This is an optimization exercise on Yosys and OpenROAD, whose aim is small area and a short achievable clock period, not a production implementation. Only simulation tests tie the RTL to the original design; equivalence was not proved. Power is estimated from default activity; no workload was simulated.

==> flow/design.v, too long to show whole: its modules and the start of the top module <==
// module fa: 6 lines
// module rca_8bit: 16 lines
// module rca_16bit: 11 lines
// module rca_32bit: 10 lines
// module mul_16bit: 5 lines
// module dff_16bit: 13 lines
// module fir_filter: 3317 lines
// module p_aoi21: 5 lines
// module p_maj3: 5 lines
// module p_nand2: 5 lines
// module p_nor2: 5 lines
// module p_oai21: 5 lines
// module p_xnor2: 5 lines
// module p_xor2: 5 lines
// module ha: 6 lines
module fir_filter (
    input clk,
    input reset,
    input [15:0] xin,
    output [31:0] yout
);
  // ...
==> flow/flow/run.sh <==
#!/bin/bash
# The standard layout (standard.sh), unchanged except that the port
# buffers that global placement inserts are buf_2 cells instead of the
# weakest (delay) buffer: flow/port_buffers.tcl runs before global placement
# and only marks the delay buffers and buf_1/clkbuf_1 don't-use for that step.
set -euo pipefail
export PRE_GLOBAL_PLACE_TCL="$(pwd)/flow/port_buffers.tcl"
bash standard.sh > standard_flow.log 2>&1
==> flow/flow/port_buffers.tcl <==
# Sourced by ORFS global_place.tcl just before buffer_ports: buffer_ports takes
# the weakest buffer that is not don't-use, so hide the delay cells and the
# size-1 buffers for this step; it then inserts sky130_fd_sc_hd__buf_2.
set_dont_use [get_lib_cells {sky130_fd_sc_hd__clkdlybuf4s* sky130_fd_sc_hd__dlygate* sky130_fd_sc_hd__dlymetal* sky130_fd_sc_hd__clkbuf_1 sky130_fd_sc_hd__buf_1}]
==> flow/standard.sh <==
#!/bin/bash
# synth_recipe.tcl (not shown) runs the flow's synth.tcl, then flattens the netlist and writes it again
# the make line also repeats each setting of config.mk as NAME=value (left out here)
make -C /OpenROAD-flow-scripts/flow DESIGN_CONFIG=/design/flow/config.mk WORK_HOME=/design/flow/orfs CLKGATE_MAP_FILE= SYNTH_SCRIPT=/design/flow/synth_recipe.tcl "${@:-finish}"
==> flow/config.mk <==
export PLATFORM = sky130hd
export DESIGN_NAME = fir_filter
export DESIGN_NICKNAME = fir_filter
export VERILOG_FILES = /design/flow/design.v
export SDC_FILE = /design/flow/constraint.sdc
export NUM_CORES = 4
export LEC_CHECK = 0
export CAP_MARGIN = 20
export CORE_MARGIN = 2
export CORE_UTILIZATION = 70
export CTS_BUF_LIST = sky130_fd_sc_hd__clkbuf_8
export CTS_CLUSTER_DIAMETER = 60
export CTS_CLUSTER_SIZE = 16
export SLEW_MARGIN = 20
export SYNTH_HIERARCHICAL = 1
export SYNTH_MINIMUM_KEEP_SIZE = 0
==> flow/constraint.sdc <==
create_clock -name core_clock -period 65.0 [get_ports {clk}]
set_input_delay 13.0000 -clock core_clock [delete_from_list [all_inputs] [get_ports {clk}]]
set_output_delay 13.0000 -clock core_clock [all_outputs]
set_load 0.01 [all_outputs]
==> results_tabular.tex, run 1 <==
\begin{tabular}{lr}
\hline
Metric & Value \\
\hline
\multicolumn{2}{l}{\textbf{Outcome}} \\
Outcome & finished clean \\
\multicolumn{2}{l}{\textbf{Drt}} \\
Final antenna-violating net count & 0 \\
Per-cell routed wire length & 23.9 um \\
Final routed DRC violation total & 0 \\
\multicolumn{2}{l}{\textbf{Yosys}} \\
Library cell with the highest instance count after synthesis & fa\_1 \\
Number of distinct library cells after synthesis & 23 \\
Fraction of synthesized cell area in xor and xnor cells & 3.30\% \\
Share of synthesized cell area in and, or, nand and nor gates & 8.42\% \\
\multicolumn{2}{l}{\textbf{Critical path}} \\
Register-to-register path setup slack & 51220 ps \\
Launch point of the worst path & yr[26]\$\_DFF\_PP0\_ \\
Gate family responsible for the most delay along the worst path & flip-flops \\
Critical Path Max Stage Delay & between 400 and 500 ps \\
Maximum fanout count along the critical path & 1 \\
End point of the critical path & yout[26] \\
Data required time at the worst endpoint & 52000 ps \\
\multicolumn{2}{l}{\textbf{Pwr}} \\
Top power consumer group & registers \\
Switching Fraction & around a third \\
\multicolumn{2}{l}{\textbf{Clock tree}} \\
Buffers inserted during post-CTS setup optimization & 0 \\
Number of buffers added by the clock tree synthesis step & just over 80 \\
Clock tree from TritonCTS & done \\
H-Tree Depth & 3 \\
Clk root buf & clkbuf\_8 \\
\multicolumn{2}{l}{\textbf{Final layout}} \\
Utilization after layout & about three quarters \\
Commonest cells after routing, fill and taps aside & fa\_1 (989), dfxtp\_1 (973), nor2\_1 (527) \\
Design area & 51500 um2 \\
\multicolumn{2}{l}{\textbf{Timing}} \\
Minimum period implied by the final worst setup slack & around 14000 ps \\
Tightest slew margin relative to the limit & 30.9\% \\
Final critical-path setup slack & 50600 ps \\
\multicolumn{2}{l}{\textbf{Min path}} \\
Start point of the worst hold path & d8[11]\$\_DFF\_P\_ \\
Worst Hold End & d9[11]\$\_DFF\_P\_ \\
\multicolumn{2}{l}{\textbf{Global routing}} \\
Antenna violations before repair & 4 \\
\multicolumn{2}{l}{\textbf{Placement}} \\
Cells after DPL & 4684 \\
\multicolumn{2}{l}{\textbf{Die}} \\
Initial core utilization & 70.9\% \\
\hline
\end{tabular}
==> run 2: changes to the inputs <==
--- a/flow/config.mk
+++ b/flow/config.mk
@@ -8,5 +8,5 @@
 export CAP_MARGIN = 20
 export CORE_MARGIN = 2
-export CORE_UTILIZATION = 70
+export CORE_UTILIZATION = 75
 export CTS_BUF_LIST = sky130_fd_sc_hd__clkbuf_8
 export CTS_CLUSTER_DIAMETER = 60
==> results_tabular.tex, run 2 <==
\begin{tabular}{lr}
\hline
Metric & Value \\
\hline
\multicolumn{2}{l}{\textbf{Clock tree}} \\
Clock-pin slew on the worst setup and hold paths & 110 ps \\
Clock tree from TritonCTS & done \\
Number of buffers added by the clock tree synthesis step & 77 (-4.9\%) \\
H-Tree Depth & 3 (unchanged) \\
Clk sink count & roughly 1000 \\
Post\_cts resized & 0 \\
Maximum clock path buffer count & 3 \\
Buffers inserted during post-CTS setup optimization & 0 (unchanged) \\
Clk root buf & clkbuf\_8 \\
CTS Hold Buffers Added & 0 \\
Worst-Skew Late Latency & 750 ps \\
\multicolumn{2}{l}{\textbf{Die}} \\
IO Pins & 50 \\
Initial core utilization & 75.8\% (+4.9 points) \\
Die height & approximately 260 um \\
Chip width & between 200 and 300 um \\
Die area & 67100 um2 \\
Placeable core area & approximately 64000 um2 \\
Number of placement rows & 93 \\
\multicolumn{2}{l}{\textbf{Job}} \\
Max-cap viol count & 0 \\
\multicolumn{2}{l}{\textbf{Pwr}} \\
Post-layout power & 1.52 mW \\
Reported leakage power & 21.1 nW \\
Maximum ir drop on the vdd rail & 31.1 uV \\
Power per cell area & 29.7 nW/um2 \\
\multicolumn{2}{l}{\textbf{Final layout}} \\
Filler cells & 3336 \\
Area of all sequential standard cells & 20300 um2 \\
Number of flip-flops in the largest register & 31 \\
Commonest cells after routing, fill and taps aside & fa\_1 (989), dfxtp\_1 (973), nor2\_1 (527) \\
Most common library cell in the layout ignoring fill and taps & fa\_1 \\
Area growth from synthesis to final layout & 4.87\% \\
Register with the most flip-flops & yr \\
Fin cells & 4713 \\
Layout net count & 4900 \\
Fraction of layout instances using a drive strength above 1 & 6.07\% \\
Multi-input gate area in the final layout & $\sim$27000 um2 \\
\multicolumn{2}{l}{\textbf{Critical path}} \\
Crit-path slowest cell & dfrtp\_1 \\
Cell chain of the critical path & buf\_2 \\
Maximum fanout count along the critical path & 1 (unchanged) \\
Setup Crit Path Kind & register to output port \\
Startpoint Class & register \\
Data required time at the worst endpoint & 52000 ps (about the same) \\
Worst setup EP type & output port \\
Critical Path Max Stage Delay & 460 ps (-20 ps) \\
Gate family responsible for the most delay along the worst path & flip-flops \\
Number of buffer and inverter stages on the critical path & 1 \\
Arrival @ worst endpoint & 1360 ps \\
\multicolumn{2}{l}{\textbf{Yosys}} \\
Synth Register Bits & 1007 \\
Average cell area after synthesis & 12.9 um2 \\
Library cell with the highest instance count after synthesis & fa\_1 \\
Number of distinct library cells after synthesis & 23 (unchanged) \\
Count of flip-flops with a built-in enable after synthesis & 0 \\
Synth top cells by count & fa\_1 (989), dfxtp\_1 (973), nor2\_1 (527) \\
Total of warnings raised by yosys & 7 \\
Prevailing post-synth register cell & dfxtp\_1 \\
Fraction of post-synthesis cell area in the top cell type by area & $\sim$41\% \\
Post-synthesis async set-or-reset flop share & roughly 3.4\% \\
Biggest area consumer among synthesized cells & fa\_1 \\
Proportion of synthesized chip area in sequential cells & 41.7\% \\
Synth area leaders & fa\_1 (41\%), dfxtp\_1 (40\%), nor2\_1 (4.1\%) \\
Post-synthesis instance area & 48800 um2 \\
Post-synthesis instance total & approximately 3800 \\
\multicolumn{2}{l}{\textbf{Global routing}} \\
Global Route Usage Sum & 41.7\% \\
Vias in the first global route & 33100 \\
Wire length of the first global-routing pass & 199000 um \\
Sum of overflow across all layers after global routing & 0 \\
Antenna violations before repair & 2 (-2) \\
Maximum number of pins on one net before global-route repair & 210 \\
\multicolumn{2}{l}{\textbf{Drt}} \\
Final antenna-violating net count & 0 (unchanged) \\
TritonRoute pass-1 iters & 6 \\
Number of DRC markers after the initial detailed-route iteration & 2558 \\
Vias per cell & 5.96 \\
Aggregate routed wire length & 132000 um \\
Vias & 28100 \\
Final routed DRC violation total & 0 (unchanged) \\
Per-cell routed wire length & 28.0 um (+17\%) \\
\multicolumn{2}{l}{\textbf{Timing}} \\
Tightest slew margin relative to the limit & 16.6\% (-14 points) \\
Setup TNS & 0 ps \\
Highest clock frequency the design can meet & just under 0.07 GHz \\
Hold Vio Cnt, Final & 0 \\
Unrepaired setup endpoints after global routing & no \\
Final clock skew & 32.8 ps \\
Slew of the pin with the lowest slew margin & $\sim$1300 ps \\
Count of endpoints failing setup in the final report & 0 \\
Share of the cycle needed by the critical path after routing & $\sim$22\% \\
Final slew viol count & 0 \\
Minimum period implied by the final worst setup slack & 14360 ps (-36.9 ps) \\
\multicolumn{2}{l}{\textbf{Min path}} \\
Worst hold-check path type & register to register \\
\multicolumn{2}{l}{\textbf{Placement}} \\
Cells after DPL & 4611 (-1.6\%) \\
Post-detailed-placement half-perimeter wirelength & about 100000 um \\
Number of input and output port buffers inserted & 49 \\
Placer congestion estimate & 0.954 \\
\multicolumn{2}{l}{\textbf{Outcome}} \\
Outcome & finished clean \\
\hline
\end{tabular}
-- run 2: cell counts after synthesis --
Identical to the previous run, type by type.
-- run 2: cell families after synthesis --
group                      count (synthesis)  synth area share (%)
DFF                                     1007                  41.7
xor gates and xnor gates                 169                  3.30
AOI/OAI and AO/OA                         84                  1.14
other                                      2                0.0154
buffers and inverters                    393                  3.03
and+or+nand+nor                         1073                  8.42
adders and majority gates               1062                  42.4
-- run 2: through the flow --
stage	instance area (um2)	setup WS, ps	utilization (%)	hold slack [ps]
2_1_floorplan	48800	50530	-	352
3_3_place_gp	49800	50010	77.4	353
3_5_place_dp	49800	49980	77.4	356
4_1_cts	51200	50600	79.5	366
5_1_grt	51200	50510	79.5	375
6_report	51200	50640	79.5	373
-- run 2: modules after synthesis (local to each module, per instance) --
module / copies in the design / cells / flops+latches / area (um2)
p_maj3: 15 / 1 / 0 / 11.3
p_oai21: 48 / 1 / 0 / 5.00
p_nor2: 91 / 1 / 0 / 3.75
ha: 25 / 1 / 0 / 12.5
p_aoi21: 36 / 1 / 0 / 8.76
p_xnor2: 11 / 1 / 0 / 8.76
p_xor2: 82 / 1 / 0 / 8.76
fa: 989 / 1 / 0 / 20.0
fir_filter: 1 / 2416 / 1007 / 26500
p_nand2: 77 / 1 / 0 / 3.75
-- run 2: path summary, 6_finish.rpt --
path                                  startpoint              end  slack (ps)  depth (start not counted)
worst max-delay path            yr[28]$_DFF_PP0_         yout[28]       50640                          1
max in group asynchronous                  reset  clr_n$_DFF_PP0_       51840                          3
worst max register to register    d28[0]$_DFF_P_     rb22$_DFF_P_       50840                         38
min in group asynchronous                  reset  yr[2]$_DFF_PP0_       12540                          3
worst min register to register    d9[14]$_DFF_P_  d10[14]$_DFF_P_         370                          1
worst min-delay path              d9[14]$_DFF_P_  d10[14]$_DFF_P_         370                          1
-- run 2: cell type report --
class	instances	area share, %
multi-input combinational	2398	52.8
inverter	292	2.14
clock buffer	78	2.10
clock inverter	23	0.484
tap	855	2.09
timing repair buffer	59	0.641
antenna	1	0.00489
sequential	1007	39.8
-- run 2: metal layers --
layer  routed length (um)  global-route usage, %  up-vias
li1                     -                      -    11300
met1                44800                   49.5    14500
met2                65400                   69.0     1666
met3                12100                   11.0      605
met4                 9750                   25.4        0
met5                    0                      0        -
-- run 2: power by group --
part / internal [mW] / total (mW) / switching [mW]
clock network: 0.122 / 0.332 / 0.210
logic: 0.208 / 0.518 / 0.310
registers: 0.653 / 0.672 / 0.0187

afterwards: timing with drivers on the ports:
In the flow no input, the clock included, has a driving cell. The finished layouts below were timed again as built, in two steps.
Step 1 (the two cells are an assumption about what drives the block):
set clk [get_ports {clk}]
set_driving_cell -lib_cell sky130_fd_sc_hd__clkbuf_16 $clk
set_driving_cell -lib_cell sky130_fd_sc_hd__buf_2 [delete_from_list [all_inputs] $clk]
Step 2 moves the port delays by t, midway between the first and last clock arrival at a register: inputs arrive t later, outputs are due t later. That takes back most of the time a late clock gives input paths.
a / b / c = no drivers / after step 1 / after step 2; a / b = the first two.
run	t, ns	setup slack, ns	slew at the worst register clock pin (ns)
run 1	0.791	50.601 / 50.529 / 49.938	0.11 / 0.11
run 2	0.792	50.638 / 50.575 / 49.956	0.11 / 0.11
After both steps every run listed still meets setup and hold. For run 2, which loses most, drivers alone change the setup slack by -0.063 ns; drivers and shift together by -0.682 ns.
